Context: an optimization exercise on an open-source flow, tuned for small area. The choices shown serve that exercise and are no tape-out recipe. The RTL was checked by simulation tests, not by an equivalence proof against the original design. Power is estimated from default activity; no workload was simulated.

==> flow/design.v <==
module cardinal_nic(
  input             clk,
  input             reset,
  input [1:0]       addr,
  input [63:0]      d_in,
  input             nicEn,
  input             nicWrEn,
  input             net_ro,
  input             net_polarity,
  input             net_si,
  input [63:0]      net_di,
  output reg        net_ri,
  output reg        net_so,
  output [63:0]     net_do,
  output reg [63:0] d_out
);
reg        out_stat;
reg [63:0] out_buf;
reg        ib_valid;
reg [63:0] in_buf;
wire send = out_stat & net_ro & (net_polarity == out_buf[63]);
wire wr_ob = nicEn & nicWrEn & (addr == 2'b10);
wire rd_ib = nicEn & ~nicWrEn & (addr == 2'b00);
wire recv = net_ri & net_si;
assign net_do = out_buf;
always @(posedge clk) begin
  if (wr_ob & ~send)
    out_buf <= d_in;
end
always @(posedge clk) begin
  if (reset) begin
    out_stat <= 1'b0;
    net_so   <= 1'b0;
  end else begin
    net_so   <= send;
    out_stat <= send ? 1'b0 : (wr_ob | out_stat);
  end
end
always @(posedge clk) begin
  if (recv)
    in_buf <= net_di;
end
always @(posedge clk) begin
  if (reset) begin
    ib_valid <= 1'b0;
    net_ri   <= 1'b1;
  end else begin
    ib_valid <= ib_valid | recv;
    net_ri   <= rd_ib | (net_ri & ~net_si);
  end
end
wire sel_ib = (addr == 2'b00) & ib_valid;
always @(posedge clk) begin
  d_out[62:0] <= in_buf[62:0] & {63{sel_ib}};
  case (addr)
    2'b00: d_out[63] <= in_buf[63] & ib_valid;
    2'b01: d_out[63] <= ~net_ri;
    2'b10: d_out[63] <= 1'b0;
    2'b11: d_out[63] <= out_stat;
  endcase
end
endmodule
clock: 3.0 ns
lec_check: 0
cap_margin: 20
core_margin: 2
core_utilization: 40
slew_margin: 20
standard.sh (not shown) runs the stock make flow with config.mk's settings and CLKGATE_MAP_FILE= SYNTH_SCRIPT=/design/flow/synth_recipe.tcl, a recipe that flattens the netlist after the stock synthesis.
==> flow/flow/run.sh <==
#!/bin/bash
# Standard synthesis and layout with smaller port buffers and a lighter clock tree.
set -euo pipefail
bash standard.sh synth > synth.log 2>&1
bash standard.sh BUFFER_PORTS_ARGS="-buffer_cell sky130_fd_sc_hd__buf_1" \
  CTS_ARGS="-sink_clustering_enable -repair_clock_nets -dont_use_dummy_load -buf_list sky130_fd_sc_hd__clkbuf_16 -sink_clustering_size 100 -sink_clustering_max_diameter 500" finish > layout.log 2>&1
Next try:
==> flow/run.sh (new file) <==
#!/bin/bash
# synth_recipe.tcl (not shown) runs the flow's synth.tcl, then flattens the netlist and writes it again
# the make line also repeats each setting of config.mk as NAME=value (left out here)
make -C /OpenROAD-flow-scripts/flow DESIGN_CONFIG=/design/flow/config.mk WORK_HOME=/design/flow/orfs CLKGATE_MAP_FILE= SYNTH_SCRIPT=/design/flow/synth_recipe.tcl finish
removed: flow/flow/run.sh
removed: flow/standard.sh
=> The changed run finished with timing, DRC and antenna clean. Combinational power went up by 85%. Critical path depth is unchanged. Register-to-register slack got worse by 0.07 ns. Routed wire length went up by 14%. Sequential power is about the same. Cell count went up by 2.1%.
Next try:
==> flow/flow/run.sh (new file) <==
#!/bin/bash
# Standard synthesis, then the standard layout with three changes: combinational
# cells start at their smallest size, the port buffers are buf_1, and the clock
# tree uses clkbuf_8 without dummy loads.
set -euo pipefail
bash standard.sh synth > synth.log 2>&1
bash standard.sh BUFFER_PORTS_ARGS="-buffer_cell sky130_fd_sc_hd__buf_1" \
  PRE_FLOORPLAN_TCL="$PWD/flow/downsize.tcl" \
  CTS_ARGS="-sink_clustering_enable -repair_clock_nets -dont_use_dummy_load -buf_list sky130_fd_sc_hd__clkbuf_8" \
  RECOVER_POWER=100 finish > layout.log 2>&1
==> flow/flow/downsize.tcl (new file) <==
# Run before floorplanning: give every combinational cell of the synthesized
# netlist its smallest drive strength. The flow's repair steps size up again
# wherever timing, slew or capacitance needs it. Registers keep their cells.
set db [ord::get_db]
set block [ord::get_db_block]
set dont_use [split $::env(DONT_USE_CELLS)]
set n 0
foreach inst [$block getInsts] {
  set m [[$inst getMaster] getName]
  if {![regexp {^(sky130_fd_sc_hd__.+)_([0-9]+)$} $m -> base sz]} { continue }
  if {[regexp {__(df|edf|sdf|dl|sdl|tap|fill|decap|conb|clk)} $base]} { continue }
  set best $m
  set bestw [[$inst getMaster] getWidth]
  foreach s {0 1 2 4} {
    set c ${base}_$s
    if {$c eq $m || [lsearch -exact $dont_use $c] >= 0} { continue }
    set mm [$db findMaster $c]
    if {$mm eq "NULL" || $mm eq ""} { continue }
    if {[$mm getWidth] < $bestw} { set best $c; set bestw [$mm getWidth] }
  }
  if {$best ne $m} {
    replace_cell [$inst getName] $best
    incr n
  }
}
puts "downsize: resized $n cells"
==> flow/standard.sh (new file) <==
#!/bin/bash
# synth_recipe.tcl (not shown) runs the flow's synth.tcl, then flattens the netlist and writes it again
# the make line also repeats each setting of config.mk as NAME=value (left out here)
make -C /OpenROAD-flow-scripts/flow DESIGN_CONFIG=/design/flow/config.mk WORK_HOME=/design/flow/orfs CLKGATE_MAP_FILE= SYNTH_SCRIPT=/design/flow/synth_recipe.tcl "${@:-finish}"
Settings changed: CORE_UTILIZATION 40 to 70.
removed: flow/run.sh
=> Now the flow reached the layout checks and failed them: capacitance limit, slew limit. Sequential share of layout area rose by 17 points. Power drops by 19%. Die area is lower by 42%. Routed wire length falls by 2.6%. Final cell count is lower by 12%. Clock-buffer cell count drops by 7. Utilization grows by 23 points.

what the ideal ports hide:
The flow's constraints put no driver on any port. The routed layouts listed below were extracted and timed again, unchanged, in two steps. Step 1 (the two cells are an assumption about what drives the block):
set clk [get_ports {clk}]
set_driving_cell -lib_cell sky130_fd_sc_hd__clkbuf_16 $clk
set_driving_cell -lib_cell sky130_fd_sc_hd__buf_2 [delete_from_list [all_inputs] $clk]
Step 2 also shifts input and output timing later by t, the mid clock arrival at the registers, as if the neighbouring blocks saw the same clock. Slacks: ideal ports / drivers / drivers and shift; pairs: ideal ports / drivers.
run | shift t [ns] | setup WS [ns] | latest minus earliest clock arrival (ns) | cell pins on the clock port's net
the first run | 0.445 | 1.430 / 1.388 / 1.032 | 0.021 / 0.021 | 1
the second run | 0.455 | 1.020 / 0.980 / 0.620 | 0.012 / 0.012 | 1
the third run | 0.450 | 0.904 / 0.904 / 0.548 | 0.035 / 0.035 | 1
The setup slack of the second run, which loses most, moves by -0.040 ns with the drivers and by -0.400 ns with both steps.
